From an optimization exercise on the open Yosys and OpenROAD flow, aimed at small area; shortcuts taken in it are not production practice.
RTL that was checked went through simulation tests only; none was proved equivalent to the original.
Function not checked in runs 5 to 7: the RTL went through the layout flow alone.
Power is estimated from default activity; no workload was simulated.

**flow/flow/run.sh**
```bash
#!/bin/bash
# Standard synthesis and layout; port buffers use the smallest buffer and
# the clock tree is built without dummy loads.
set -e
export BUFFER_PORTS_ARGS="-buffer_cell sky130_fd_sc_hd__buf_1"
export CTS_ARGS="-sink_clustering_enable -repair_clock_nets -dont_use_dummy_load -buf_list sky130_fd_sc_hd__clkbuf_4"
bash standard.sh > standard.log 2>&1
```
**flow/config.mk**
```make
export PLATFORM = sky130hd
export DESIGN_NAME = clock_route_control_div
export DESIGN_NICKNAME = clock_route_control_div
export VERILOG_FILES = /design/flow/design.v
export SDC_FILE = /design/flow/constraint.sdc
export NUM_CORES = 4
export LEC_CHECK = 0
export CAP_MARGIN = 20
export CORE_MARGIN = 2
export CORE_UTILIZATION = 55
export SLEW_MARGIN = 20
```
**flow/design.v**
```verilog
module clock_cell_dffr(
	input wire ck,
	input wire rn,
	input wire d,
	output wire out
);
reg out_reg;
assign out = out_reg;
always @(posedge ck or negedge rn)
begin
	if(!rn)
		out_reg <= 1'b0;
	else
		out_reg <= d;
end
endmodule
module clock_logic_cross_sync_0(
	input  wire clock,
	input  wire resetn,
	input  wire data_in,
	output wire data_out
);
wire data_metastable;
clock_cell_dffr clock_domain_cross_sync(
	.ck(clock),
	.rn(resetn),
	.d(data_in),
	.out(data_metastable)
);
clock_cell_dffr meta_stable_remover(
	.ck(clock),
	.rn(resetn),
	.d(data_metastable),
	.out(data_out)
);
endmodule
module clock_logic_delay_chain_0(
	input  wire clock,
	input  wire resetn,
	input  wire data_in,
	output wire data_delay_1,
	output wire data_delay_2,
	output wire data_delay_3,
	output wire data_delay_4
);
reg [4:1] delay;
assign data_delay_1 = delay[1];
assign data_delay_2 = delay[2];
assign data_delay_3 = delay[3];
assign data_delay_4 = delay[4];
always @(posedge clock or negedge resetn)
begin
	if(~resetn)
		delay <= 4'b0;
	else
		delay <= {delay[3:1], data_in};
end
endmodule
module clock_route_control_div(
	input  wire clock,
	input  wire async_resetn,
	input  wire async_enable,
	output  reg async_enable_ack,
	input  wire async_update,
	output wire async_update_ack,
	input  wire [7:0] mfi,
	input  wire [7:0] mfn,
	input  wire [7:0] mfd,
	output wire control_path_data0_or_gate,
	output wire control_path_data1_and_gate
);
reg en_s1, enable, up_s1, update, update_prev;
reg [7:0] mfi_int, mfn_int, mfd_int;
reg [7:0] rem_s;   
reg remainder_overflow;
reg counter_in_1;
reg data1_clk, pre_data0_clk;
reg [7:0] ratio_samp;
genvar i;
wire update_edge = update & ~update_prev;
assign async_update_ack = update_prev;
reg [7:0] count;
wire [7:0] cnt = count;
wire [7:0] addend = mfn_int & {8{counter_in_1}};
wire [8:0] ca;
wire [7:0] sum;
assign ca[0] = remainder_overflow & counter_in_1;
wire [8:0] cs;
wire [7:0] dm1;
assign cs[0] = 1'b0;
generate for (i = 0; i < 8; i = i + 1) begin : g_acc
	assign sum[i] = rem_s[i] ^ addend[i] ^ ca[i];
	assign ca[i+1] = (rem_s[i] & addend[i]) | (ca[i] & (rem_s[i] ^ addend[i]));
	assign dm1[i] = sum[i] ^ ~mfd_int[i] ^ cs[i];
	assign cs[i+1] = (sum[i] & ~mfd_int[i]) | (cs[i] & (sum[i] ^ ~mfd_int[i]));
end endgenerate
wire gt = cs[8];
wire take = counter_in_1 & gt;
wire [7:0] rem_next = take ? dm1 : sum;
wire ovf_next = counter_in_1 ? gt : remainder_overflow;
wire [8:0] ci;
wire [7:0] podf;
assign ci[0] = remainder_overflow;
generate for (i = 0; i < 8; i = i + 1) begin : g_podf
	assign podf[i] = mfi_int[i] ^ ci[i];
	assign ci[i+1] = mfi_int[i] & ci[i];
end endgenerate
wire podf_is_1 = (mfi_int[7:1] == 7'd0) & (mfi_int[0] ^ remainder_overflow);
wire load = podf_is_1 | (async_enable_ack & counter_in_1 & enable);
wire [8:0] bd;
wire [7:0] cm1;
assign bd[0] = 1'b1;
generate for (i = 0; i < 8; i = i + 1) begin : g_dec
	assign cm1[i] = count[i] ^ bd[i];
	assign bd[i+1] = ~count[i] & bd[i];
end endgenerate
wire cnt_zero = bd[8];
wire [7:0] shortx = {1'b0, ratio_samp[7:1]};
wire [8:0] g1;
assign g1[0] = 1'b0;
generate for (i = 0; i < 8; i = i + 1) begin : g_cmp1
	assign g1[i+1] = (cnt[i] & ~shortx[i]) | (g1[i] & (cnt[i] | ~shortx[i]));
end endgenerate
wire d1_next = g1[8];
wire [8:0] g2;
assign g2[0] = 1'b0;
generate for (i = 0; i < 8; i = i + 1) begin : g_cmp2
	assign g2[i+1] = (cm1[i] & ~shortx[i]) | (g2[i] & (cm1[i] | ~shortx[i]));
end endgenerate
wire d0_next = ratio_samp[0] ? (g2[8] & ~cnt_zero) : g1[8];
always @(posedge clock or negedge async_resetn)
begin
	if (~async_resetn) begin
		en_s1 <= 1'b0; enable <= 1'b0;
		up_s1 <= 1'b0; update <= 1'b0; update_prev <= 1'b0;
		mfi_int <= 8'd0; mfn_int <= 8'd0; mfd_int <= 8'd0;
		rem_s <= 8'd0; remainder_overflow <= 1'b0;
		async_enable_ack <= 1'b0;
		counter_in_1 <= 1'b1;
		count <= 8'd0;
		ratio_samp <= 8'd0;
		data1_clk <= 1'b0; pre_data0_clk <= 1'b0;
	end else begin
		en_s1 <= async_enable; enable <= en_s1;
		up_s1 <= async_update; update <= up_s1; update_prev <= update;
		if (update_edge) begin
			mfi_int <= mfi; mfn_int <= mfn; mfd_int <= mfd;
		end
		rem_s <= update_edge ? {8{ovf_next}} : rem_next;
		if (counter_in_1) begin
			remainder_overflow <= gt;
			async_enable_ack <= enable;
			ratio_samp <= podf;
		end
		counter_in_1 <= podf_is_1 | (count == 8'd2) | ~async_enable_ack;
		count <= load ? podf : (cm1 & {8{async_enable_ack}});
		data1_clk <= d1_next;
		pre_data0_clk <= d0_next;
	end
end
assign control_path_data0_or_gate = pre_data0_clk;
assign control_path_data1_and_gate = data1_clk;
endmodule
```
**flow/standard.sh**
```bash
#!/bin/bash
# synth_recipe.tcl (not shown) runs the flow's synth.tcl, then flattens the netlist and writes it again
# the make line also repeats each setting of config.mk as NAME=value (left out here)
make -C /OpenROAD-flow-scripts/flow DESIGN_CONFIG=/design/flow/config.mk WORK_HOME=/design/flow/orfs CLKGATE_MAP_FILE= SYNTH_SCRIPT=/design/flow/synth_recipe.tcl "${@:-finish}"
```
**flow/constraint.sdc**
```tcl
create_clock -name core_clock -period 5.0 [get_ports {clock}]
set_input_delay 1.0000 -clock core_clock [delete_from_list [all_inputs] [get_ports {clock}]]
set_output_delay 1.0000 -clock core_clock [all_outputs]
set_load 0.01 [all_outputs]
```
==> results.ini, run 1 <==
[synth]
ys_dominant_reg_cell=dfrtp_1
syn_area_um2=2950
syn_inst=305
yosysTopAreaCell=dfrtp_1
syn_avg_cell_area_um2=9.66
ys_warn_count=1
synth_area_leaders=dfrtp_1 48%, nand2_1 11%, fa_1 9.5%
synth.top_cell.area_share=0.484
ys_types=37
ys_seq_area_frac=0.493
synth_edf_count=0
synth-seq-cells=58
syn_nets=363
synthArstFlopShare=1.00

[final_layout]
synthToLayoutAreaGrowth_pct=11.3
fillers=477
stdcell_area_um2=3280
seqCellArea_um2=1450
layout.nets=402
drive_gt1_frac=0.105
final_cells=412
multi_input_area_um2=1350
num_antenna_cells=0

[hold_path]
worstHoldPathType=flip-flop to flip-flop
hold_depth=0
worstHoldStart=up_s1$_DFF_PN0_

[setup_path]
crit_path_start_kind=flip-flop
required_ps=5210
cp-end-kind=flip-flop
cp_max_fo=6
crit_path_cell_trace=nand2_1 -> fa_2 -> fa_2 -> fa_2 -> fa_2 -> fa_2 -> fa_1 -> inv_1 -> fa_2 -> fa_2 -> fa_1 -> nand2_2 -> buf_6 -> mux2i_1 -> a21oi_1
critPathArrivalTime_ps=5010
slowest_delay_ps=550
crit_path_start=counter_in_1$_DFF_PN1_
regToRegStartpoint=counter_in_1$_DFF_PN1_
path_class=flip-flop to flip-flop
cp_common_cell=fa_2
cpMaxStageDelayCell=dfstp_2
reg2reg_depth=15

[floorplanning]
core_area_um2=5140
die_area_um2=5960
die_y_um=77.2
start_util=0.573
io-pin-count=32
rows=26
die_w_um=77.2

[sta]
hold_viol_final=0
setup_viol=0
finalMaxSlewViolations=0
worst_hold_slack_ps=357
min_period_ps=4800
worst_pin_slew_ps=1040
final.setup.tns_ps=0
rsz0062_at_grt=no
relSlewSlack=0.307
max_freq_mhz=208
clock_skew_ps=21.1
period_share=0.960

[global_route]
overflow=0
grt_max_degree=43
grtUsageTotal=0.219
antenna_found_initial=0
grt_pass1_vias=2165
grt_pass1_wl_mm=10.0

[clock_network]
htreeDepth=3
clk_path_buf_depth=2
cts_root_buf=clkbuf_4
cts_tree=done
clk_latency_ps=390
cts_made_buffers=9
clock-sinks=58
clk_pin_slew_ps=80

[routing]
drt-initial-drc-count=137
wl_per_cell_um=14.0
drc_errors=0
wl_mm=5.77
dr.pass1.iters=6
routed_via_density=5.13
num_vias=2114
drtAntennaViolNets=0

[power_and_ir_drop]
ir_drop_uv=321
pwr-share-comb=0.582
p_seq_frac=0.317
p_sw_uw=943
finalPower_uw=2240
internal-power_uw=1300
swShare=0.421
power.density_nw_per_um2=684
leakage_uw=0.00157
pwr-share-clk=0.101

[job]
cap_violations=0

[place]
place.gp.congestion=0.830
dp_cells=400
dp_hpwl_mm=4.19
placed_area_um2=3160
io_buffers=31

[status]
outcome=no timing/DRC/antenna violations

-- synth_stat cells (all sizes together) (2+ instances only) --
cell     n
ha      16
clkbuf  10
nand2   89
o211ai   3
fa      14
nand2b   2
dfrtp   57
xnor2    2
mux2     3
o21ai   27
a21oi    9
o22ai    2
mux2i    2
inv     40
nor4b    2
nor2     4
nand3    5
-- logic make-up (layout without fill, tap and decap cells) --
logic type,count (synthesis),in the layout,synth area share
xor+xnor,3,3,0.00892
buf+inv,50,87,0.0637
mux,5,5,0.0183
compound gates,52,52,0.105
flops,58,58,0.493
fa+ha+maj,30,30,0.163
simple gates,107,107,0.147
-- worst max-delay path: cells and delay by family, from the launching register on --
| kind | cells | cell delay [ps] |
|---|---|---|
| compound gates | 1 | 80 |
| fa+ha+maj | 9 | 3370 |
| buf+inv | 2 | 210 |
| flops | 1 | 550 |
| mux | 1 | 190 |
| simple gates | 2 | 230 |
-- final cells by class --
cell class              count  area share
flip-flops and latches     58       0.443
multi-input cells         197       0.411
repair buffers             38      0.0523
inverters                  40      0.0458
well taps                  70      0.0267
clock buffers               9      0.0206
-- flip-flops by register name (all words and copies together) (netlist names) --
register	cells
counter_in_1	1
mfi_int	8
enable	1
mfn_int	8
mfd_int	8
data1_clk	1
update	1
count	8
update_prev	1
pre_data0_clk	1
rem_s	8
async_enable_ack	1
ratio_samp	8
up_s1	1
remainder_overflow	1
en_s1	1
-- layout by cell type (no fill, tap or decap), types with 2 or more instances in the layout --
master,synthesis,final
buf_1,0,30
o22ai_1,2,2
o211ai_1,3,3
nand2b_1,2,2
buf_4,0,5
mux2i_1,2,2
clkbuf_4,0,9
mux2_2,3,3
fa_2,0,9
nand3_1,5,5
fa_1,14,5
o21ai_0,26,25
nand2_1,89,88
nor4b_1,2,2
xnor2_1,2,2
a21oi_1,9,9
ha_1,16,16
dfrtp_1,57,57
inv_1,39,39
nor2_1,4,3
-- through the flow --
stage / setup WS [ps] / util
final: 199 / 0.638
after global placement: 152 / 0.614
after global routing: 4.79 / 0.638
after floorplan: 14.4 / -
after CTS: 30.7 / 0.627
after detailed placement: 50.1 / 0.614
-- routing by layer --
layer  vias up  part of all wire  GRT usage  routed length (µm)
li1       1061                 -          -                   -
met2        43              0.43      0.319                2480
met5         -                 0          0                   0
met1       996              0.51      0.321                2940
met3        14             0.038     0.0353                 220
met4         0             0.022      0.105                 126
-- path summary, 6_finish.rpt --
check / end / slack, ps
max: rem_s[6]$_DFF_PN0_ / 200
min: update$_DFF_PN0_ / 360
max reg2reg: rem_s[6]$_DFF_PN0_ / 200
min reg2reg: update$_DFF_PN0_ / 360
max in group asynchronous: mfn_int[5]$_DFFE_PN0P_ / 3560
min in group asynchronous: count[3]$_DFF_PN0_ / 530
-- power groups by stage --
stage	Clock (µW)	Combinational [µW]	Sequential, µW
CTS	235	1220	710
floorplan	0	921	695
detailed placement	0	1210	719
finish	227	1300	711
global route	253	1500	730
global placement	0	1180	717
-- repair_timing --
item | CTS | global route
gates resized for setup | 0 | 10
hold buffers | 0 | 0
endpoints found under the setup margin | 0 | 8
setup buffers | 0 | 2
==> inputs of run 2 (changes only) <==
--- a/flow/config.mk
+++ b/flow/config.mk
@@ -9,3 +9,3 @@
 export CORE_MARGIN = 2
-export CORE_UTILIZATION = 55
+export CORE_UTILIZATION = 40
 export SLEW_MARGIN = 20
==> run 2 against run 1 <==
Against the previous run:
- count of clock-buffer cells in the layout unchanged
- global-route usage shrank 6.4 points
- clock power hardly changed
- clock skew increased by 14 ps
- core utilization decreased by 18 points
- flip-flop and latch count stayed put
- sequential share of layout area is 0.29 points lower
- critical endpoint unchanged
- via count down 1.6%
==> results.ini, run 2 <==
[status]
outcome=no timing/DRC/antenna violations

[setup_path]
critPathArrivalTime_ps=5030
required_ps=5200
cp.depth=15
crit_buf_inv=2
cpMaxStageDelayCell=dfstp_2
cp-end-kind=flip-flop
crit_path_cell_trace=nand2_1 -> fa_2 -> fa_2 -> fa_2 -> fa_1 -> fa_2 -> fa_1 -> inv_1 -> fa_1 -> fa_2 -> fa_1 -> nand2_2 -> buf_6 -> mux2i_1 -> a21oi_1
critPathTopFamily=adder cells
slowest_delay_ps=560
crit_path_start_kind=flip-flop
cp_max_fo=6
reg2reg_depth=15
cp_common_cell=fa_2
path_class=flip-flop to flip-flop

[sta]
period_share=0.965
rsz0062_at_grt=no
worst_hold_slack_ps=359
relSlewSlack=0.301
setup_viol=0
clock_skew_ps=35.1
max_freq_mhz=207
final.setup.tns_ps=0
hold_viol_final=0
worst_pin_slew_ps=1050
finalMaxSlewViolations=0
min_period_ps=4830

[place]
io_buffers=31
dp_hpwl_mm=4.26
dp_cells=429
placed_area_um2=3190
place.gp.congestion=0.786

[global_route]
overflow=0
grt_pass1_vias=2104
grtUsageTotal=0.154
grt_pass1_wl_mm=9.75
grt_max_degree=45
antenna_found_initial=0

[clock_network]
cts_made_buffers=9
clk_path_buf_depth=2
ctsHoldBuffers=0
htreeDepth=3
clk_pin_slew_ps=100
cts_root_buf=clkbuf_4
clk_latency_ps=400
clock-sinks=58
cts_tree=done

[power_and_ir_drop]
finalPower_uw=2190
p_sw_uw=920
internal-power_uw=1270
leakage_uw=0.00157
p_seq_frac=0.323
pwr-share-comb=0.574
power.density_nw_per_um2=663
pwr-share-clk=0.104
ir_drop_uv=292
swShare=0.420

[floorplanning]
io-pin-count=32
core_area_um2=7180
die_area_um2=8070
die_y_um=89.8
rows=31
die_w_um=89.8
start_util=0.410

[synth]
synth.top_cell.area_share=0.484
ys_seq_area_frac=0.493
yosysMostFrequentCell=nand2_1
ys_dominant_reg_cell=dfrtp_1
ys_warn_count=1
syn_inst=305
syn_area_um2=2950
synth_edf_count=0
synth_area_leaders=dfrtp_1 48%, nand2_1 11%, fa_1 9.5%
syn_avg_cell_area_um2=9.66
ys_types=37
synthArstFlopShare=1.00
syn_nets=363
yosysTopAreaCell=dfrtp_1
synth-seq-cells=58
ys_top_cells_by_count=89 x nand2_1, 57 x dfrtp_1, 39 x inv_1, 26 x o21ai_0, 16 x ha_1

[final_layout]
synthToLayoutAreaGrowth_pct=12.0
stdcell_area_um2=3300
final_cell_mix=88 x nand2_1, 57 x dfrtp_1, 39 x inv_1, 30 x buf_1, 25 x o21ai_0
drive_gt1_frac=0.0938
num_antenna_cells=0
final_common_cell=nand2_1
layout.nets=401
final_cells=440
fillers=708

[routing]
dr.pass1.iters=4
wl_per_cell_um=12.9
num_vias=2080
drt-initial-drc-count=74
wl_mm=5.66
routed_via_density=4.73
drc_errors=0
drtAntennaViolNets=0

[job]
cap_violations=0

[hold_path]
hold_depth=0
worstHoldPathType=flip-flop to flip-flop

==> run 2: worst paths after layout <==
kind                                         from                 endpoint  slack (ps)
max                        counter_in_1$_DFF_PN1_       rem_s[6]$_DFF_PN0_         170
min                               up_s1$_DFF_PN0_         update$_DFF_PN0_         360
max reg2reg                counter_in_1$_DFF_PN1_       rem_s[6]$_DFF_PN0_         170
min reg2reg                       up_s1$_DFF_PN0_         update$_DFF_PN0_         360
max in group asynchronous            async_resetn       rem_s[6]$_DFF_PN0_        3560
min in group asynchronous            async_resetn  pre_data0_clk$_DFF_PN0_         530
==> run 2: kinds of logic after synthesis <==
kind of cell / Yosys count / share of synthesized area
DFF: 58 / 0.493
adders and majority gates: 30 / 0.163
xor gates and xnor gates: 3 / 0.00892
muxes: 5 / 0.0183
and+or+nand+nor: 107 / 0.147
AOI/OAI and AO/OA: 52 / 0.105
buffers and inverters: 50 / 0.0637
==> run 2: layer usage <==
| metal | track usage | share of wire | vias to the layer above |
|---|---|---|---|
| met1 | 0.207 | 0.48 | 989 |
| met4 | 0.0769 | 0.018 | 0 |
| li1 | - | - | 1054 |
| met2 | 0.242 | 0.47 | 27 |
| met3 | 0.0285 | 0.028 | 10 |
| met5 | 0 | 0 | - |
==> run 2: timing repair <==
| action | in CTS | in global routing |
|---|---|---|
| setup endpoints to repair | 0 | 8 |
| setup buffers | 0 | 1 |
| gates resized for setup | 0 | 7 |
| hold endpoints to repair | 0 | 0 |
==> run 2: metrics by stage <==
step                utilization  worst slack [ps]
finish                    0.460               174
CTS                       0.454              21.2
detailed placement        0.445              5.40
global route              0.460              39.1
floorplan                     -              14.4
global placement          0.445               162
==> run 2: layout make-up <==
cell class	count	area, µm²	share of cell area
clock buffer	9	67.6	0.0205
tap	99	124	0.0375
sequential	58	1450	0.440
timing repair buffer	37	164	0.0497
multi-input combinational	197	1340	0.407
inverter	40	150	0.0455
==> run 2: power groups by stage <==
stage	sequential, µW	combinational (µW)	clock, µW
6_report	706	1260	227
5_1_grt	725	1440	257
4_1_cts	706	1220	236
3_5_place_dp	714	1200	0
3_3_place_gp	713	1190	0
2_1_floorplan	695	921	0
==> inputs of run 3 (changes only) <==
--- a/flow/config.mk
+++ b/flow/config.mk
@@ -7,5 +7,5 @@
 export LEC_CHECK = 0
-export CAP_MARGIN = 20
+export CAP_MARGIN = 0
 export CORE_MARGIN = 2
 export CORE_UTILIZATION = 40
-export SLEW_MARGIN = 20
+export SLEW_MARGIN = 0
==> run 3 against run 2 <==
Against the previous run:
- worst hold slack gained 0.61 ps
- sequential power about the same
- count of clock-buffer cells in the layout unchanged
- global-route usage unchanged
- critical path type unchanged
- critical endpoint unchanged
- largest power group unchanged
==> results.ini, run 3 <==
[clock_network]
cts_made_buffers=9
cts_tree=done
ctsHoldBuffers=0
cts_root_buf=clkbuf_4
htreeDepth=3
clock-sinks=58
clk_path_buf_depth=2
clk_pin_slew_ps=110
clk_latency_ps=390

[power_and_ir_drop]
ir_drop_uv=291
leakage_uw=0.00156
power.density_nw_per_um2=664

[synth]
yosysTopAreaCell=dfrtp_1
ys_top_cells_by_count=89 x nand2_1, 57 x dfrtp_1, 39 x inv_1, 26 x o21ai_0, 16 x ha_1
syn_avg_cell_area_um2=9.66
yosysMostFrequentCell=nand2_1
ys_types=37
syn_inst=305
syn_nets=363
synth_area_leaders=dfrtp_1 48%, nand2_1 11%, fa_1 9.5%
synth.top_cell.area_share=0.484
ys_dominant_reg_cell=dfrtp_1
synthArstFlopShare=1.00
synth_edf_count=0
synth-seq-cells=58
ys_warn_count=1
syn_area_um2=2950
ys_seq_area_frac=0.493

[floorplanning]
io-pin-count=32
rows=31
die_area_um2=8070
start_util=0.410
die_w_um=89.8
die_y_um=89.8
core_area_um2=7180

[sta]
finalMaxSlewViolations=0
rsz0062_at_grt=no
hold_viol_final=0
worst_pin_slew_ps=1060
period_share=0.962
max_freq_mhz=208
clock_skew_ps=35.1
setup_viol=0
relSlewSlack=0.288
min_period_ps=4810
final.setup.tns_ps=0

[routing]
num_vias=2100
routed_via_density=4.77
dr_wl_met3_um=125
routed.top_layer=met4
wl_per_cell_um=12.9
wl_met1_mm=2.74
drc_errors=0
dr.pass1.iters=4
drtAntennaViolNets=0
drt-initial-drc-count=81
wl_met2_mm=2.69
wl_mm=5.67

[setup_path]
critPathTopFamily=adder cells
cp_common_cell=fa_2
required_ps=5200
crit_path_start_kind=flip-flop
critPathArrivalTime_ps=5010
crit_buf_inv=2
slowest_delay_ps=560
reg2reg_depth=15
regToRegStartpoint=counter_in_1$_DFF_PN1_
cp-end-kind=flip-flop
path_class=flip-flop to flip-flop
cp_max_fo=6
cpMaxStageDelayCell=dfstp_2
regToRegSetupSlack_ps=190
regToRegEndpoint=rem_s[6]$_DFF_PN0_
crit_path_cell_trace=nand2_1 -> fa_2 -> fa_2 -> fa_2 -> fa_1 -> fa_2 -> fa_1 -> inv_1 -> fa_1 -> fa_2 -> fa_1 -> nand2_2 -> buf_6 -> mux2i_1 -> a21oi_1

[final_layout]
layout.nets=401
final_cells=440
num_antenna_cells=0
synthToLayoutAreaGrowth_pct=11.9
final_common_cell=nand2_1
multi_input_area_um2=1340
seqCellArea_um2=1450
fillers=709
final_cell_mix=88 x nand2_1, 57 x dfrtp_1, 39 x inv_1, 30 x buf_1, 25 x o21ai_0
stdcell_area_um2=3290
drive_gt1_frac=0.0938

[place]
io_buffers=31
dp_hpwl_mm=4.26
place.gp.congestion=0.786
placed_area_um2=3190
dp_cells=429

[global_route]
grt_pass1_wl_mm=9.75
overflow=0
antenna_found_initial=0
grt_max_degree=45
grtUsageTotal=0.154
grt_pass1_vias=2104

[status]
outcome=no timing/DRC/antenna violations

[hold_path]
worstHoldPathType=flip-flop to flip-flop
worstHoldStart=up_s1$_DFF_PN0_
whs_endpoint=update$_DFF_PN0_
hold_depth=0

[job]
cap_violations=0

run 3: layout make-up:
type	count	area share
timing repair buffer	37	0.0498
multi-input combinational	197	0.406
clock buffer	9	0.0205
sequential	58	0.441
tap	99	0.0376
inverter	40	0.0456
run 3: stage by stage:
stage          power, µW  utilization  setup WS (ps)  hold slack (ps)
3_5_place_dp        1920        0.445           5.40              337
4_1_cts             2160        0.454           21.2              362
2_1_floorplan       1620            -           14.4              331
6_report            2190        0.459            192              360
5_1_grt             2420        0.459           39.7              370
3_3_place_gp        1900        0.445            162              332
run 3: repair_timing:
action	4_1_cts	5_1_grt
endpoints found under the setup margin	0	8
buffers inserted	0	1
gates resized for setup	0	7
run 3: power by group:
group / switching [µW] / leakage [µW] / internal, µW
Clock: 143 / 0.0000414 / 83.5
Sequential: 89.5 / 0.000706 / 617
Combinational: 688 / 0.000818 / 568
Total: 920 / 0.00156 / 1270
run 3: kinds of logic (layout without fill, tap and decap cells):
group / after synthesis / in the layout / share of synthesized area
adder cells (fa/ha/maj): 30 / 30 / 0.163
buffers and inverters: 50 / 86 / 0.0637
XOR/XNOR: 3 / 3 / 0.00892
multiplexers: 5 / 5 / 0.0183
flip-flops: 58 / 58 / 0.493
AND/OR/NAND/NOR: 107 / 107 / 0.147
AO/OA/AOI/OAI: 52 / 52 / 0.105
run 3: per-layer routing:
metal | vias up | track usage
li1 | 1054 | -
met1 | 1009 | 0.207
met2 | 28 | 0.242
met3 | 9 | 0.0285
met4 | 0 | 0.0769
met5 | - | 0
run 3: worst max-delay path by stage:
stage / start / depth (start not counted) / end
finish: counter_in_1$_DFF_PN1_ / 15 / rem_s[6]$_DFF_PN0_
global route: counter_in_1$_DFF_PN1_ / 17 / rem_s[6]$_DFF_PN0_
CTS: counter_in_1$_DFF_PN1_ / 15 / rem_s[6]$_DFF_PN0_
detailed placement: counter_in_1$_DFF_PN1_ / 15 / rem_s[6]$_DFF_PN0_
global placement: counter_in_1$_DFF_PN1_ / 16 / rem_s[3]$_DFF_PN0_
floorplan: counter_in_1$_DFF_PN1_ / 16 / rem_s[5]$_DFF_PN0_
run 3: worst register-to-register path, delay by kind of cell, from the launching register on:
family                   cells  cell delay, ps
adder cells (fa/ha/maj)      9            3390
flip-flops                   1             560
AND/OR/NAND/NOR              2             220
buffers and inverters        2             210
multiplexers                 1             180
AO/OA/AOI/OAI                1              80
==> inputs of run 4 (changes only) <==
--- a/flow/config.mk
+++ b/flow/config.mk
@@ -10,2 +10,3 @@
 export CORE_UTILIZATION = 40
+export PLACE_DENSITY = 0.75
 export SLEW_MARGIN = 0
==> run 4 against run 3 <==
Against the previous run:
- via count grew 3.2%
- global-route usage hardly changed
- non-clock buffer count decreased by 2
- final area about the same
- wire length is 3.5% higher
- worst setup slack lost 40 ps
- largest cell class unchanged
- highest routed layer unchanged
==> results.ini, run 4 <==
[routing]
wl_mm=5.87
routed_via_density=4.95
drtAntennaViolNets=0
num_vias=2167
drt-initial-drc-count=106
dr.pass1.iters=5
drc_errors=0
wl_per_cell_um=13.4

[synth]
syn_inst=305
ys_dominant_reg_cell=dfrtp_1
syn_area_um2=2950
synth-seq-cells=58
ys_seq_area_frac=0.493
ys_warn_count=1
synth.top_cell.area_share=0.484
syn_nets=363
ys_top_cells_by_count=89 x nand2_1, 57 x dfrtp_1, 39 x inv_1, 26 x o21ai_0, 16 x ha_1
synth_area_leaders=dfrtp_1 48%, nand2_1 11%, fa_1 9.5%
yosysMostFrequentCell=nand2_1
ys_types=37
syn_avg_cell_area_um2=9.66
synth_edf_count=0
synthArstFlopShare=1.00
yosysTopAreaCell=dfrtp_1

[final_layout]
drive_gt1_frac=0.0944
final_cell_mix=88 x nand2_1, 57 x dfrtp_1, 39 x inv_1, 30 x buf_1, 25 x o21ai_0
final_common_cell=nand2_1
num_antenna_cells=0
synthToLayoutAreaGrowth_pct=11.8
layout.nets=399
fin_util=0.459

[hold_path]
worstHoldStart=en_s1$_DFF_PN0_
worstHoldPathType=flip-flop to flip-flop

[global_route]
grt_pass1_vias=2203
grtUsageTotal=0.155
grt_pass1_wl_mm=9.97
antenna_found_initial=0
grt_max_degree=59
overflow=0

[sta]
relSlewSlack=0.244
max_freq_mhz=206
final.setup.tns_ps=0
rsz0062_at_grt=no
period_share=0.970
min_period_ps=4850
worst_pin_slew_ps=1130
finalMaxSlewViolations=0
hold_viol_final=0
setup_viol=0
worst_hold_slack_ps=341
clock_skew_ps=28.0

[setup_path]
regToRegEndpoint=rem_s[5]$_DFF_PN0_
cp-end-kind=flip-flop
crit_path_start_kind=flip-flop
regToRegSetupSlack_ps=150
regToRegStartpoint=counter_in_1$_DFF_PN1_
reg2reg_depth=14
endpoint=rem_s[5]$_DFF_PN0_
cp_max_fo=5
path_class=flip-flop to flip-flop
critPathArrivalTime_ps=5130
required_ps=5280
crit_path_start=counter_in_1$_DFF_PN1_

[clock_network]
htreeDepth=3
cts_made_buffers=9
cts_root_buf=clkbuf_4
clk_pin_slew_ps=90
ctsHoldBuffers=0
clock-sinks=58
cts_tree=done
clk_latency_ps=390
clk_path_buf_depth=2

[floorplanning]
io-pin-count=32
die_y_um=89.8
core_area_um2=7180
die_area_um2=8070
die_w_um=89.8
rows=31
start_util=0.410

[job]
cap_violations=0

[power_and_ir_drop]
power.density_nw_per_um2=669
ir_drop_uv=280
leakage_uw=0.00156

[status]
outcome=no timing/DRC/antenna violations

[place]
io_buffers=31
dp_hpwl_mm=4.27
place.gp.congestion=0.876

-- run 4: cell counts after synthesis --
Identical to the previous run, type by type.
-- run 4: cell type report --
cell class	count	area, µm²
timing repair buffer	35	151
multi-input combinational	197	1350
clock buffer	9	67.6
fill	688	3880
tap	99	124
sequential	58	1450
inverter	40	150
-- run 4: how the worst min path moves through the flow --
stage,end,slack [ps],cells after the start
floorplan,enable$_DFF_PN0_,330,0
global placement,enable$_DFF_PN0_,330,0
detailed placement,enable$_DFF_PN0_,330,0
CTS,enable$_DFF_PN0_,350,0
global route,update$_DFF_PN0_,350,0
finish,enable$_DFF_PN0_,340,0
-- run 4: worst max-delay path, stage by stage, from the launching register on --
cell	delay [ps]
dfstp_2	560
nand2_1	80
fa_2	360
fa_1	410
fa_2	360
fa_2	370
fa_2	350
fa_1	370
inv_1	90
fa_1	460
fa_2	380
fa_2	370
nand2_4	110
mux2_2	340
a21oi_1	150
-- run 4: power breakdown --
group | internal, µW | switching [µW] | total [µW]
sequential | 617 | 94.5 | 711
clock | 83.5 | 143 | 226
combinational | 569 | 697 | 1270
total | 1270 | 934 | 2200
-- run 4: what timing repair did --
action / in CTS / in global routing
pin swaps: 0 / 2
endpoints found under the setup margin: 8 / 8
resized for setup: 1 / 9
setup buffers: 0 / 0
-- run 4: per-layer routing --
| layer | GRT usage | part of all wire | up-vias |
|---|---|---|---|
| li1 | - | - | 1056 |
| met1 | 0.205 | 0.45 | 1050 |
| met2 | 0.253 | 0.50 | 50 |
| met3 | 0.0218 | 0.031 | 11 |
| met4 | 0.0731 | 0.022 | 0 |
| met5 | 0 | 0 | - |
-- run 4: cell families (layout without fill, tap and decap cells) --
family / Yosys count / in the layout / share of synthesized area
buf+inv: 50 / 84 / 0.0637
fa+ha+maj: 30 / 30 / 0.163
simple gates: 107 / 107 / 0.147
compound gates: 52 / 52 / 0.105
mux: 5 / 5 / 0.0183
xor+xnor: 3 / 3 / 0.00892
flops: 58 / 58 / 0.493
-- run 4: metrics by stage --
step	worst slack (ps)	power [µW]	instances	instance area, µm²
3_3_place_gp	160	1850	429	3190
3_5_place_dp	-35.5	1920	429	3190
4_1_cts	5.33	2150	438	3260
5_1_grt	6.74	2440	438	3290
2_1_floorplan	14.4	1620	305	2980
6_report	151	2200	438	3290
==> inputs of run 5 (changes only) <==
--- a/flow/design.v
+++ b/flow/design.v
@@ -75,3 +75,4 @@
 reg remainder_overflow;
-reg counter_in_1;
+reg counter_in_1_n;   
+wire counter_in_1 = ~counter_in_1_n;
 reg data1_clk, pre_data0_clk;
@@ -138,3 +139,3 @@
 		async_enable_ack <= 1'b0;
-		counter_in_1 <= 1'b1;
+		counter_in_1_n <= 1'b0;
 		count <= 8'd0;
@@ -154,3 +155,3 @@
 		end
-		counter_in_1 <= podf_is_1 | (count == 8'd2) | ~async_enable_ack;
+		counter_in_1_n <= ~(podf_is_1 | (count == 8'd2) | ~async_enable_ack);
 		count <= load ? podf : (cm1 & {8{async_enable_ack}});
--- a/flow/config.mk
+++ b/flow/config.mk
@@ -7,6 +7,5 @@
 export LEC_CHECK = 0
-export CAP_MARGIN = 0
+export CAP_MARGIN = 20
 export CORE_MARGIN = 2
 export CORE_UTILIZATION = 40
-export PLACE_DENSITY = 0.75
-export SLEW_MARGIN = 0
+export SLEW_MARGIN = 20
==> run 5 against run 4 <==
Against the previous run:
- worst setup slack improved by 93 ps
- first-iteration DRC count shrank 7.5%
- critical path depth up 3
==> results.ini, run 5 <==
[status]
outcome=no timing/DRC/antenna violations

[final_layout]
stdcell_area_um2=3350
drive_gt1_frac=0.0982
final_common_cell=nand2_1
final_cell_mix=78 x nand2_1, 58 x dfrtp_1, 32 x inv_1, 30 x buf_1, 22 x o21ai_0
synthToLayoutAreaGrowth_pct=11.5
fillers=735
fin_util=0.461
num_antenna_cells=0
layout.nets=396

[synth]
syn_nets=360
synth_area_leaders=dfrtp_1 48%, nand2_1 9.8%, fa_1 9.3%
ys_top_cells_by_count=78 x nand2_1, 58 x dfrtp_1, 32 x inv_1, 22 x o21ai_0, 17 x nand2b_1
synth.top_cell.area_share=0.484
syn_avg_cell_area_um2=9.94
syn_inst=302
yosysTopAreaCell=dfrtp_1
ys_warn_count=1
synth-seq-cells=58
synthArstFlopShare=1.00
ys_dominant_reg_cell=dfrtp_1
syn_area_um2=3000
yosysMostFrequentCell=nand2_1
ys_seq_area_frac=0.484
synth_edf_count=0
ys_types=34

[setup_path]
cp_common_cell=fa_1
required_ps=5230
crit_path_start_kind=flip-flop
crit_path_cell_trace=nand2b_1 -> fa_1 -> fa_2 -> inv_1 -> fa_1 -> fa_1 -> fa_2 -> fa_1 -> inv_1 -> fa_1 -> inv_1 -> fa_2 -> fa_2 -> nand2b_4 -> buf_6 -> mux2i_1 -> a21oi_1
regToRegEndpoint=rem_s[6]$_DFF_PN0_
critPathTopFamily=adder cells
cpMaxStageDelayCell=fa_2
critPathArrivalTime_ps=4980
reg2reg_depth=17
cp-end-kind=flip-flop
regToRegSetupSlack_ps=240
cp_max_fo=11
path_class=flip-flop to flip-flop
crit_buf_inv=4
slowest_delay_ps=550
regToRegStartpoint=counter_in_1_n$_DFF_PN0_

[routing]
wl_mm=5.72
wl_per_cell_um=13.2
drc_errors=0
dr.pass1.iters=4
drtAntennaViolNets=0
routed_via_density=4.73
drt-initial-drc-count=98
num_vias=2057

[clock_network]
cts_made_buffers=9
cts_root_buf=clkbuf_4
cts_tree=done
clk_path_buf_depth=2
htreeDepth=3
ctsHoldBuffers=0
clk_pin_slew_ps=90
post_cts_buffers=0
clk_latency_ps=390
clock-sinks=58

[floorplanning]
die_area_um2=8210
die_w_um=90.6
die_y_um=90.6
io-pin-count=32
rows=31
start_util=0.414
core_area_um2=7250

[power_and_ir_drop]
ir_drop_uv=297
leakage_uw=0.00158
power.density_nw_per_um2=654
finalPower_uw=2190

[sta]
worst_pin_slew_ps=1050
min_period_ps=4760
finalWorstSetupSlack_ps=244
clock_skew_ps=18.2
relSlewSlack=0.297
final.setup.tns_ps=0
rsz0062_at_grt=no
setup_viol=0
period_share=0.951
finalMaxSlewViolations=0
hold_viol_final=0
max_freq_mhz=210

[hold_path]
hold_depth=0
whs_endpoint=enable$_DFF_PN0_
worstHoldStart=en_s1$_DFF_PN0_
worstHoldPathType=flip-flop to flip-flop

[global_route]
grt_pass1_wl_mm=10.1
grt_max_degree=59
antenna_found_initial=0
overflow=0
grt_pass1_vias=2176
grtUsageTotal=0.157

[place]
dpl_worst_slack_ps=111
place.gp.congestion=0.804
dp_hpwl_mm=4.09
io_buffers=31
placed_area_um2=3260

[job]
cap_violations=0

-- run 5: metrics by stage --
step | std cells | hold slack [ps]
floorplan | 302 | 331
global placement | 426 | 335
detailed placement | 426 | 336
CTS | 435 | 358
global route | 435 | 371
finish | 435 | 356
-- run 5: routing by layer --
| metal | part of all wire | wire [µm] | track usage | vias up |
|---|---|---|---|---|
| met3 | 0.046 | 266 | 0.0609 | 11 |
| met5 | 0 | 0 | 0 | - |
| met1 | 0.50 | 2840 | 0.213 | 973 |
| met4 | 0.015 | 86 | 0.0449 | 0 |
| met2 | 0.44 | 2530 | 0.236 | 37 |
| li1 | - | - | - | 1036 |
-- run 5: cells by family (layout without fill, tap and decap cells) --
group                      count (synthesis)  after routing  synth area share
DFF                                       58             58             0.484
muxes                                     10             10            0.0367
and+or+nand+nor                          110            110             0.160
adders and majority gates                 32             32             0.167
AOI/OAI and AO/OA                         47             47            0.0913
buffers and inverters                     42             76            0.0525
xor gates and xnor gates                   3              3           0.00876
-- run 5: timing repair --
item,in CTS,in global routing
hold endpoints to repair,0,0
endpoints found under the setup margin,0,8
resized for setup,0,4
-- run 5: area by class of cell --
type                       instances  area (µm²)  area share
sequential                        58        1450       0.434
multi-input combinational        202        1430       0.428
timing repair buffer              35         151      0.0452
tap                               99         124      0.0370
inverter                          32         120      0.0359
clock buffer                       9        67.6      0.0202
-- run 5: worst max-delay path by stage --
stage	start	end	slack, ps	cells past startpoint
floorplan	counter_in_1_n$_DFF_PN0_	rem_s[5]$_DFF_PN0_	20	19
global placement	counter_in_1_n$_DFF_PN0_	rem_s[2]$_DFF_PN0_	190	15
detailed placement	counter_in_1_n$_DFF_PN0_	rem_s[0]$_DFF_PN0_	110	17
CTS	counter_in_1_n$_DFF_PN0_	rem_s[6]$_DFF_PN0_	90	17
global route	counter_in_1_n$_DFF_PN0_	rem_s[6]$_DFF_PN0_	9	17
finish	counter_in_1_n$_DFF_PN0_	rem_s[6]$_DFF_PN0_	240	17
-- run 5: power breakdown --
group          internal, µW  switching (µW)
sequential              614             100
clock                  83.4             145
combinational           596             650
==> inputs of run 6 (changes only) <==
--- a/flow/design.v
+++ b/flow/design.v
@@ -75,4 +75,3 @@
 reg remainder_overflow;
-reg counter_in_1_n;   
-wire counter_in_1 = ~counter_in_1_n;
+reg counter_in_1;
 reg data1_clk, pre_data0_clk;
@@ -126,7 +125,7 @@
 wire [8:0] g2;
-assign g2[0] = 1'b0;
+assign g2[0] = ratio_samp[0];
 generate for (i = 0; i < 8; i = i + 1) begin : g_cmp2
-	assign g2[i+1] = (cm1[i] & ~shortx[i]) | (g2[i] & (cm1[i] | ~shortx[i]));
+	assign g2[i+1] = (shortx[i] & ~cm1[i]) | (g2[i] & (shortx[i] | ~cm1[i]));
 end endgenerate
-wire d0_next = ratio_samp[0] ? (g2[8] & ~cnt_zero) : g1[8];
+wire d0_next = ~g2[8] & ~cnt_zero;
 always @(posedge clock or negedge async_resetn)
@@ -139,3 +138,3 @@
 		async_enable_ack <= 1'b0;
-		counter_in_1_n <= 1'b0;
+		counter_in_1 <= 1'b1;
 		count <= 8'd0;
@@ -155,3 +154,3 @@
 		end
-		counter_in_1_n <= ~(podf_is_1 | (count == 8'd2) | ~async_enable_ack);
+		counter_in_1 <= podf_is_1 | (count == 8'd2) | ~async_enable_ack;
 		count <= load ? podf : (cm1 & {8{async_enable_ack}});
==> run 6 against run 5 <==
Against the previous run:
- still clean on timing, DRC and antenna
- first-iteration DRC count increased by 34%
- maximum frequency increased by 0.57%
- register-to-register slack improved by 30 ps
- synthesized cell count decreased by 2.0%
- critical path depth decreased by 3
- critical path type unchanged
==> results.ini, run 6 <==
[status]
outcome=no timing/DRC/antenna violations

[synth]
ys_top_cells_by_count=84 x nand2_1, 57 x dfrtp_1, 33 x inv_1, 22 x o21ai_0, 16 x ha_1
syn_area_um2=2950
ys_seq_area_frac=0.492
synth-seq-cells=58
ys_types=40
ys_warn_count=1
yosysMostFrequentCell=nand2_1
syn_nets=354
synthArstFlopShare=1.00
synth_edf_count=0
syn_avg_cell_area_um2=9.97
synth.top_cell.area_share=0.483
synth_area_leaders=dfrtp_1 48%, nand2_1 11%, fa_1 9.5%
ys_dominant_reg_cell=dfrtp_1
syn_inst=296
yosysTopAreaCell=dfrtp_1

[sta]
period_share=0.946
clock_skew_ps=25.5
final.setup.tns_ps=0
min_period_ps=4730
relSlewSlack=0.272
hold_viol_final=0
setup_viol=0
worst_pin_slew_ps=1090
finalMaxSlewViolations=0
rsz0062_at_grt=no
max_freq_mhz=211

[setup_path]
required_ps=5300
crit_path_start_kind=flip-flop
crit_path_cell_trace=nand2_1 -> fa_1 -> fa_2 -> fa_2 -> fa_2 -> fa_2 -> fa_1 -> inv_1 -> fa_1 -> fa_2 -> fa_2 -> nand2_4 -> mux2_2 -> a21oi_2
cp_max_fo=5
cp-end-kind=flip-flop
critPathTopFamily=adder cells
crit_buf_inv=1
slowest_delay_ps=560
critPathArrivalTime_ps=5030
cp_common_cell=fa_2
cpMaxStageDelayCell=dfstp_2
path_class=flip-flop to flip-flop

[power_and_ir_drop]
pwr-share-comb=0.574
internal-power_uw=1300
p_sw_uw=920
pwr-share-clk=0.105
leakage_uw=0.00156
finalPower_uw=2220
power.density_nw_per_um2=668
swShare=0.414
ir_drop_uv=317
p_seq_frac=0.321

[floorplanning]
core_area_um2=7210
start_util=0.409
rows=31
io-pin-count=32
die_area_um2=8080
die_w_um=89.9
die_y_um=89.9

[hold_path]
worstHoldPathType=flip-flop to flip-flop

[clock_network]
clk_latency_ps=400
cts_tree=done
htreeDepth=3
cts_made_buffers=9
cts_root_buf=clkbuf_4
clk_path_buf_depth=2
ctsHoldBuffers=0
clock-sinks=58
clk_pin_slew_ps=90

[global_route]
grt_max_degree=52
grt_pass1_wl_mm=9.99
overflow=0
grtUsageTotal=0.154
grt_pass1_vias=2135
antenna_found_initial=0

[place]
io_buffers=31
dp_hpwl_mm=4.04
place.gp.congestion=0.850

[final_layout]
final_common_cell=nand2_1
layout.nets=393
fillers=732
fin_util=0.461
num_antenna_cells=0
final_cell_mix=83 x nand2_1, 57 x dfrtp_1, 33 x inv_1, 30 x buf_1, 21 x o21ai_0
synthToLayoutAreaGrowth_pct=12.8
drive_gt1_frac=0.120

[routing]
wl_mm=5.64
routed_via_density=4.79
dr.pass1.iters=4
drc_errors=0
wl_per_cell_um=13.1
num_vias=2068
drtAntennaViolNets=0
drt-initial-drc-count=131

[job]
cap_violations=0

## run 6: layer usage
metal / global-route usage / up-vias / share of wire
li1: - / 1034 / -
met1: 0.212 / 988 / 0.50
met2: 0.234 / 36 / 0.45
met3: 0.0327 / 10 / 0.036
met4: 0.0769 / 0 / 0.019
met5: 0 / - / 0
## run 6: metrics by stage
stage	hold slack [ps]	cells	setup slack, ps	cell area (µm²)
global placement	332	421	118	3200
CTS	361	430	45.8	3270
finish	358	432	271	3330
floorplan	331	296	17.2	2980
detailed placement	339	421	44.2	3200
global route	376	432	32.5	3330
## run 6: repair_timing
| item | CTS | global route |
|---|---|---|
| setup buffers | 0 | 1 |
| setup endpoints to repair | 0 | 8 |
| resized for setup | 0 | 11 |
## run 6: worst register-to-register path: cells and delay by family (launching register included)
kind                       cells  cell delay, ps
adders and majority gates      9            3340
DFF                            1             560
muxes                          1             360
and+or+nand+nor                2             200
AOI/OAI and AO/OA              1             130
buffers and inverters          1              80
## run 6: logic make-up (layout without fill, tap and decap cells)
| logic type | count (synthesis) | after routing | share of synthesized area |
|---|---|---|---|
| simple gates | 105 | 105 | 0.148 |
| flops | 58 | 58 | 0.492 |
| compound gates | 47 | 47 | 0.0941 |
| buf+inv | 42 | 79 | 0.0538 |
| fa+ha+maj | 32 | 32 | 0.170 |
| mux | 9 | 9 | 0.0335 |
| xor+xnor | 3 | 3 | 0.00890 |
## run 6: cell type report
| cell class | count | area (µm²) | share of cell area |
|---|---|---|---|
| inverter | 33 | 124 | 0.0372 |
| clock buffer | 9 | 67.6 | 0.0203 |
| sequential | 58 | 1450 | 0.436 |
| timing repair buffer | 37 | 164 | 0.0492 |
| multi-input combinational | 196 | 1400 | 0.420 |
| tap | 99 | 124 | 0.0372 |
## run 6: final timing paths
check	from	to	slack [ps]	cells past startpoint
worst min-delay path	en_s1$_DFF_PN0_	enable$_DFF_PN0_	360	0
max in group asynchronous	async_resetn	count[2]$_DFF_PN0_	3640	2
worst max-delay path	counter_in_1$_DFF_PN1_	rem_s[5]$_DFF_PN0_	270	14
worst max register to register	counter_in_1$_DFF_PN1_	rem_s[5]$_DFF_PN0_	270	14
worst min register to register	en_s1$_DFF_PN0_	enable$_DFF_PN0_	360	0
min in group asynchronous	async_resetn	mfn_int[4]$_DFFE_PN0P_	420	1
## run 6: power groups by stage
stage | Sequential, µW | Combinational (µW) | Clock, µW
after detailed placement | 723 | 1170 | 0
after CTS | 714 | 1190 | 242
final | 714 | 1280 | 233
after global placement | 721 | 1160 | 0
after global routing | 733 | 1500 | 269
after floorplan | 701 | 922 | 0
==> inputs of run 7 (changes only) <==
--- a/flow/design.v
+++ b/flow/design.v
@@ -81,4 +81,4 @@
 assign async_update_ack = update_prev;
-reg [7:0] count;
-wire [7:0] cnt = count;
+reg [7:0] count_n;   
+wire [7:0] cnt = ~count_n;
 wire [7:0] addend = mfn_int & {8{counter_in_1}};
@@ -110,8 +110,9 @@
 wire [8:0] bd;
-wire [7:0] cm1;
+wire [7:0] cm1_n;    
 assign bd[0] = 1'b1;
 generate for (i = 0; i < 8; i = i + 1) begin : g_dec
-	assign cm1[i] = count[i] ^ bd[i];
-	assign bd[i+1] = ~count[i] & bd[i];
+	assign cm1_n[i] = count_n[i] ^ bd[i];
+	assign bd[i+1] = count_n[i] & bd[i];
 end endgenerate
+wire [7:0] cm1 = ~cm1_n;
 wire cnt_zero = bd[8];
@@ -125,7 +126,7 @@
 wire [8:0] g2;
-assign g2[0] = ratio_samp[0];
+assign g2[0] = 1'b0;
 generate for (i = 0; i < 8; i = i + 1) begin : g_cmp2
-	assign g2[i+1] = (shortx[i] & ~cm1[i]) | (g2[i] & (shortx[i] | ~cm1[i]));
+	assign g2[i+1] = (cm1[i] & ~shortx[i]) | (g2[i] & (cm1[i] | ~shortx[i]));
 end endgenerate
-wire d0_next = ~g2[8] & ~cnt_zero;
+wire d0_next = ratio_samp[0] ? (g2[8] & ~cnt_zero) : g1[8];
 always @(posedge clock or negedge async_resetn)
@@ -139,3 +140,3 @@
 		counter_in_1 <= 1'b1;
-		count <= 8'd0;
+		count_n <= 8'hff;
 		ratio_samp <= 8'd0;
@@ -154,4 +155,4 @@
 		end
-		counter_in_1 <= podf_is_1 | (count == 8'd2) | ~async_enable_ack;
-		count <= load ? podf : (cm1 & {8{async_enable_ack}});
+		counter_in_1 <= podf_is_1 | (count_n == 8'hfd) | ~async_enable_ack;
+		count_n <= load ? ~podf : (cm1_n | {8{~async_enable_ack}});
 		data1_clk <= d1_next;
==> run 7 against run 6 <==
Against the previous run:
- worst hold slack got worse by 4.4 ps
- wire length grew 1.6%
- sequential power rose by 4.2%
- first-iteration DRC count decreased by 53%
- core utilization grew 0.37 points
- die area rose by 1.9%
- maximum frequency is 2.1% lower
==> results.ini, run 7 <==
[synth]
syn_inst=292
syn_avg_cell_area_um2=10.3
ys_warn_count=1
ys_seq_area_frac=0.486
syn_area_um2=3010
synth_edf_count=0
synth-seq-cells=58
yosysTopAreaCell=dfrtp_1
syn_nets=350
synth.top_cell.area_share=0.407
yosysMostFrequentCell=nand2_1
ys_dominant_reg_cell=dfrtp_1
ys_top_cells_by_count=83 x nand2_1, 49 x dfrtp_1, 25 x inv_1, 19 x o21ai_0, 16 x ha_1
ys_types=39
synthArstFlopShare=1.00
synth_area_leaders=dfrtp_1 41%, nand2_1 10%, fa_1 9.3%

[setup_path]
crit_path_cell_trace=nand2_1 -> fa_2 -> fa_1 -> fa_2 -> fa_2 -> fa_2 -> fa_1 -> inv_1 -> fa_1 -> fa_2 -> fa_2 -> nand2_4 -> buf_4 -> mux2i_1 -> a21oi_1
critPathArrivalTime_ps=5060
cp-end-kind=flip-flop
crit_path_start_kind=flip-flop
path_class=flip-flop to flip-flop
reg2reg_depth=15
cpMaxStageDelayCell=dfstp_2
required_ps=5230
critPathTopFamily=adder cells
crit_buf_inv=2
cp_common_cell=fa_2
slowest_delay_ps=560
cp_max_fo=5
cp.depth=15

[sta]
min_period_ps=4830
clock_skew_ps=30.8
relSlewSlack=0.321
period_share=0.967
worst_pin_slew_ps=1020
setup_viol=0
finalMaxSlewViolations=0
max_freq_mhz=207
rsz0062_at_grt=no
final.setup.tns_ps=0
finalWorstSetupSlack_ps=167
hold_viol_final=0

[final_layout]
num_antenna_cells=0
synthToLayoutAreaGrowth_pct=12.0
drive_gt1_frac=0.191
final_cell_mix=82 x nand2_1, 49 x dfrtp_1, 30 x buf_1, 25 x inv_1, 18 x o21ai_0
final_common_cell=nand2_1
stdcell_area_um2=3370
layout.nets=389

[clock_network]
htreeDepth=3
cts_root_buf=clkbuf_4
ctsHoldBuffers=0
clk_path_buf_depth=2
clock-sinks=58
cts_made_buffers=9
cts_tree=done
clk_latency_ps=420
clk_pin_slew_ps=90

[global_route]
grt_pass1_wl_mm=10.1
antenna_found_initial=0
grt_pass1_vias=2073
grt_max_degree=59
grtUsageTotal=0.157
overflow=0

[routing]
routed_via_density=4.85
num_vias=2077
dr.pass1.iters=4
drtAntennaViolNets=0
wl_mm=5.73
drt-initial-drc-count=62
drc_errors=0
wl_per_cell_um=13.4

[power_and_ir_drop]
finalPower_uw=2280
power.density_nw_per_um2=676
leakage_uw=0.00157
ir_drop_uv=232

[floorplanning]
io-pin-count=32
die_area_um2=8240
rows=31
core_area_um2=7250
start_util=0.415
die_w_um=90.8
die_y_um=90.8

[place]
place.gp.congestion=0.839
dpl_worst_slack_ps=17.3
dp_hpwl_mm=4.08
io_buffers=31
placed_area_um2=3260

[status]
outcome=no timing/DRC/antenna violations

[job]
cap_violations=0

[hold_path]
worstHoldPathType=flip-flop to flip-flop
hold_depth=0

## run 7: worst register-to-register path, stage by stage (launching register included)
cell and delay [ps]:
dfstp_2 560, nand2_1 80, fa_2 360, fa_1 390, fa_2 350, fa_2 360
fa_2 360, fa_1 360, inv_1 80, fa_1 460, fa_2 390, fa_2 380
nand2_4 120, buf_4 120, mux2i_1 210, a21oi_1 90
## run 7: logic make-up (layout without fill, tap and decap cells)
family          after synthesis  count (layout)  synth area share
simple gates                105             105             0.148
flops                        58              58             0.486
compound gates               49              49             0.109
buf+inv                      36              73            0.0486
fa+ha+maj                    30              30             0.160
mux                          11              11            0.0403
xor+xnor                      3               3           0.00873
## run 7: where the power goes
group / internal, µW / total, µW / switching (µW)
logic: 617 / 1310 / 690
clock network: 83.3 / 231 / 148
registers: 633 / 744 / 111
total: 1330 / 2280 / 948
## run 7: worst paths after layout
check                           slack, ps                        end              startpoint
worst max-delay path                  170         rem_s[6]$_DFF_PN0_  counter_in_1$_DFF_PN1_
worst min register to register        350           enable$_DFF_PN0_         en_s1$_DFF_PN0_
min in group asynchronous             700     mfd_int[3]$_DFFE_PN0P_            async_resetn
worst max register to register        170         rem_s[6]$_DFF_PN0_  counter_in_1$_DFF_PN1_
worst min-delay path                  350           enable$_DFF_PN0_         en_s1$_DFF_PN0_
max in group asynchronous            3770  ratio_samp[6]$_DFFE_PN0P_            async_resetn
## run 7: per-layer routing
metal | vias to the layer above | track usage | share of wire
met3 | 11 | 0.0426 | 0.041
met4 | 0 | 0.0682 | 0.020
li1 | 1034 | - | -
met1 | 1001 | 0.223 | 0.50
met2 | 31 | 0.227 | 0.44
met5 | - | 0 | 0
## run 7: timing repair
item,in CTS,in global routing
resized for setup,0,9
setup buffers,0,2
endpoints found under the hold margin,0,0
endpoints found under the setup margin,0,8
## run 7: through the flow
stage / util / hold slack, ps / cells
floorplan: - / 331 / 292
global placement: 0.450 / 333 / 417
detailed placement: 0.450 / 336 / 417
CTS: 0.459 / 355 / 426
global route: 0.465 / 364 / 428
finish: 0.465 / 354 / 428
## run 7: area by class of cell
| class | instances | area (µm²) |
|---|---|---|
| Fill cell | 712 | 3880 |
| Sequential cell | 58 | 1460 |
| Multi-Input combinational cell | 198 | 1450 |
| Timing Repair Buffer | 38 | 174 |
| Tap cell | 99 | 124 |
| Inverter | 26 | 97.6 |
| Clock buffer | 9 | 67.6 |
==> inputs of run 8 (changes only) <==
--- a/flow/design.v
+++ b/flow/design.v
@@ -73,3 +73,3 @@
 reg [7:0] mfi_int, mfn_int, mfd_int;
-reg [7:0] rem_s;   
+reg [7:0] rem_n;   
 reg remainder_overflow;
@@ -83,18 +83,18 @@
 wire [7:0] cnt = ~count_n;
-wire [7:0] addend = mfn_int & {8{counter_in_1}};
+wire [7:0] addend_n = ~(mfn_int & {8{counter_in_1}});
 wire [8:0] ca;
-wire [7:0] sum;
-assign ca[0] = remainder_overflow & counter_in_1;
+wire [7:0] nsum;
+assign ca[0] = ~(remainder_overflow & counter_in_1);
 wire [8:0] cs;
-wire [7:0] dm1;
-assign cs[0] = 1'b0;
+wire [7:0] ndm1;
+assign cs[0] = 1'b1;
 generate for (i = 0; i < 8; i = i + 1) begin : g_acc
-	assign sum[i] = rem_s[i] ^ addend[i] ^ ca[i];
-	assign ca[i+1] = (rem_s[i] & addend[i]) | (ca[i] & (rem_s[i] ^ addend[i]));
-	assign dm1[i] = sum[i] ^ ~mfd_int[i] ^ cs[i];
-	assign cs[i+1] = (sum[i] & ~mfd_int[i]) | (cs[i] & (sum[i] ^ ~mfd_int[i]));
+	assign nsum[i] = rem_n[i] ^ addend_n[i] ^ ca[i];
+	assign ca[i+1] = (rem_n[i] & addend_n[i]) | (ca[i] & (rem_n[i] ^ addend_n[i]));
+	assign ndm1[i] = nsum[i] ^ mfd_int[i] ^ cs[i];
+	assign cs[i+1] = (nsum[i] & mfd_int[i]) | (cs[i] & (nsum[i] ^ mfd_int[i]));
 end endgenerate
-wire gt = cs[8];
+wire gt = ~cs[8];
 wire take = counter_in_1 & gt;
-wire [7:0] rem_next = take ? dm1 : sum;
+wire [7:0] rem_next = take ? ndm1 : nsum;
 wire ovf_next = counter_in_1 ? gt : remainder_overflow;
@@ -137,3 +137,3 @@
 		mfi_int <= 8'd0; mfn_int <= 8'd0; mfd_int <= 8'd0;
-		rem_s <= 8'd0; remainder_overflow <= 1'b0;
+		rem_n <= 8'hff; remainder_overflow <= 1'b0;
 		async_enable_ack <= 1'b0;
@@ -149,3 +149,3 @@
 		end
-		rem_s <= update_edge ? {8{ovf_next}} : rem_next;
+		rem_n <= update_edge ? {8{~ovf_next}} : rem_next;
 		if (counter_in_1) begin
==> run 8 against run 7 <==
Against the previous run:
- still clean on timing, DRC and antenna
- wire length is 7.1% lower
- sequential power is 5.2% higher
- worst setup slack better by 110 ps
- synthesized area is 2.2% lower
- sequential share of layout area is 1.7 points higher
- critical path type unchanged
- highest routed layer unchanged
==> results.ini, run 8 <==
[floorplanning]
die_area_um2=8060
die_w_um=89.8
io-pin-count=32
rows=31
start_util=0.410
core_area_um2=7180
die_y_um=89.8

[synth]
ys_types=36
synth_area_leaders=dfrtp_1 35%, dfstp_2 15%, mux2_2 10%
synthAdderAreaFrac=0.171
syn_inst=248
syn_avg_cell_area_um2=11.9
synth-seq-cells=58
ys_dominant_reg_cell=dfrtp_1
synthArstFlopShare=1.00
synth_edf_count=0
ys_warn_count=1
synth_top_family_by_area=adder cells
synth_mux_area_frac=0.107
synth_compound_area_frac=0.102
yosysTopAreaCell=dfrtp_1
synth-simple-area-share=0.0676
synth_xor_area_frac=0.00892
yosysMostFrequentCell=dfrtp_1
syn_nets=306
ys_top_cells_by_count=41 x dfrtp_1, 27 x mux2_2, 25 x inv_1, 20 x nand2_1, 18 x o21ai_0
synth.top_cell.area_share=0.348
syn_area_um2=2940
ys_seq_area_frac=0.500

[sta]
clock_skew_ps=21.0
relSlewSlack=0.518
finalMaxSlewViolations=0
period_share=0.944
worst_pin_slew_ps=723
max_freq_mhz=212
min_period_ps=4720
setup_viol=0
final.setup.tns_ps=0
hold_viol_final=0

[status]
outcome=no timing/DRC/antenna violations

[setup_path]
crit_path_start_kind=flip-flop
cpMaxStageDelayCell=dfstp_2
crit_buf_inv=4
cp_common_cell=fa_1
regToRegSetupSlack_ps=280
critPathArrivalTime_ps=5020
required_ps=5300
cp-end-kind=flip-flop
cp_max_fo=12
reg2reg_depth=19
regToRegStartpoint=counter_in_1$_DFF_PN1_
critPathTopFamily=adder cells
slowest_delay_ps=560
crit_path_cell_trace=and2_1 -> fa_1 -> inv_1 -> fa_1 -> fa_1 -> fa_1 -> fa_1 -> inv_1 -> fa_1 -> inv_1 -> fa_1 -> xnor2_1 -> xnor2_1 -> fa_1 -> nand2b_2 -> buf_4 -> nor2_1 -> a21oi_1 -> o21ai_0
regToRegEndpoint=rem_n[6]$_DFF_PN1_
path_class=flip-flop to flip-flop

[final_layout]
layout.nets=346
fin_util=0.456
final_cell_mix=41 x dfrtp_1, 30 x buf_1, 27 x mux2_2, 25 x inv_1, 20 x nand2_1
num_antenna_cells=0
synthToLayoutAreaGrowth_pct=11.0
final_common_cell=dfrtp_1
drive_gt1_frac=0.227

[routing]
wl_mm=5.32
routed_via_density=4.84
routed.top_layer=met4
drc_errors=0
dr_wl_met3_um=161
drt-initial-drc-count=100
dr.pass1.iters=4
wl_met1_mm=2.67
wl_per_cell_um=13.8
drtAntennaViolNets=0
wl_met2_mm=2.37
num_vias=1863

[place]
io_buffers=31
dp_hpwl_mm=3.80
place.gp.congestion=0.814

[clock_network]
cts_made_buffers=9
ctsHoldBuffers=0
clk_latency_ps=390
htreeDepth=3
cts_tree=done
clock-sinks=58
cts_root_buf=clkbuf_4
clk_pin_slew_ps=100
clk_path_buf_depth=2

[hold_path]
whs_endpoint=enable$_DFF_PN0_
hold_depth=0
worstHoldStart=en_s1$_DFF_PN0_
worstHoldPathType=flip-flop to flip-flop

[global_route]
grt_pass1_wl_mm=9.43
grtUsageTotal=0.149
antenna_found_initial=0
grt_max_degree=59
grt_pass1_vias=1940
overflow=0

[power_and_ir_drop]
leakage_uw=0.00145
power.density_nw_per_um2=700
ir_drop_uv=262

[job]
cap_violations=0

-- run 8: kinds of logic (layout without fill, tap and decap cells) --
kind of cell             count (synthesis)  in the layout
AO/OA/AOI/OAI                           49             49
XOR/XNOR                                 3              3
adder cells (fa/ha/maj)                 32             32
buffers and inverters                   33             71
flip-flops                              58             58
multiplexers                            28             28
AND/OR/NAND/NOR                         45             45
-- run 8: stage by stage --
step           power, µW  std cells  instance area, µm²  hold WS, ps  setup slack (ps)
2_1_floorplan       1760        248                2950          331            0.0346
3_3_place_gp        2030        375                3190          333               341
3_5_place_dp        2060        375                3190          340               231
4_1_cts             2310        384                3260          358               211
5_1_grt             2570        385                3270          370             -6.13
6_report            2290        385                3270          356               282
-- run 8: metal layers --
layer  GRT usage  up-vias
met5           0        -
met4      0.0897        0
met3      0.0310        8
met2       0.206       32
met1       0.214      902
li1            -      921
-- run 8: worst max-delay path by stage --
stage / from / endpoint / slack (ps) / cells after the start
floorplan: counter_in_1$_DFF_PN1_ / rem_n[0]$_DFF_PN1_ / 0.03 / 22
global placement: counter_in_1$_DFF_PN1_ / rem_n[7]$_DFF_PN1_ / 340 / 17
detailed placement: counter_in_1$_DFF_PN1_ / rem_n[6]$_DFF_PN1_ / 230 / 20
CTS: counter_in_1$_DFF_PN1_ / rem_n[6]$_DFF_PN1_ / 210 / 20
global route: counter_in_1$_DFF_PN1_ / rem_n[6]$_DFF_PN1_ / -6 / 20
finish: counter_in_1$_DFF_PN1_ / rem_n[6]$_DFF_PN1_ / 280 / 19
-- run 8: what timing repair did --
| action | CTS | global route |
|---|---|---|
| setup endpoints to repair | 0 | 8 |
| resized for setup | 0 | 3 |
| setup buffers | 0 | 1 |
-- run 8: layout make-up --
cell class | count | area (µm²)
tap | 99 | 124
fill | 693 | 3910
inverter | 25 | 93.8
multi-input combinational | 157 | 1350
timing repair buffer | 37 | 163
clock buffer | 9 | 67.6
sequential | 58 | 1470
-- run 8: where the power goes --
group          leakage, µW  switching [µW]  internal [µW]
Clock            0.0000414             147           83.6
Sequential        0.000666             115            668
Combinational     0.000739             675            599

-- static timing again, ports no longer ideal --
No port has a modelled driver above. Below, the same layouts with a new extraction and two added sets of constraints. Step 1: set_driving_cell puts a clkbuf_16 on clock and a buf_2 on each other input, an assumption about the parent block. Step 2 moves the port delays by t, midway between the first and last clock arrival at a register: inputs arrive t later, outputs are due t later. That takes back most of the time a late clock gives input paths. Slacks: no drivers / after step 1 / after step 2; pairs: no drivers / after step 1.
| run | t (ns) | setup WS [ns] | worst setup path after step 2 | worst register clock-pin slew, ns | worst slew at a driven data input, ns |
|---|---|---|---|---|---|
| run 1 | 0.407 | 0.199 / 0.199 / 0.199 | register to register | 0.10 / 0.10 | 0.03 |
| run 2 | 0.408 | 0.174 / 0.174 / 0.174 | register to register | 0.10 / 0.10 | 0.03 |
| run 3 | 0.404 | 0.192 / 0.192 / 0.192 | register to register | 0.11 / 0.11 | 0.03 |
| run 4 | 0.398 | 0.151 / 0.151 / 0.151 | register to register | 0.10 / 0.10 | 0.04 |
| run 5 | 0.409 | 0.244 / 0.244 / 0.244 | register to register | 0.09 / 0.09 | 0.04 |
| run 6 | 0.410 | 0.271 / 0.271 / 0.271 | register to register | 0.11 / 0.11 | 0.03 |
| run 7 | 0.427 | 0.167 / 0.167 / 0.167 | register to register | 0.11 / 0.11 | 0.04 |
| run 8 | 0.401 | 0.282 / 0.282 / 0.282 | register to register | 0.10 / 0.10 | 0.03 |
After both steps every run listed still meets setup and hold.
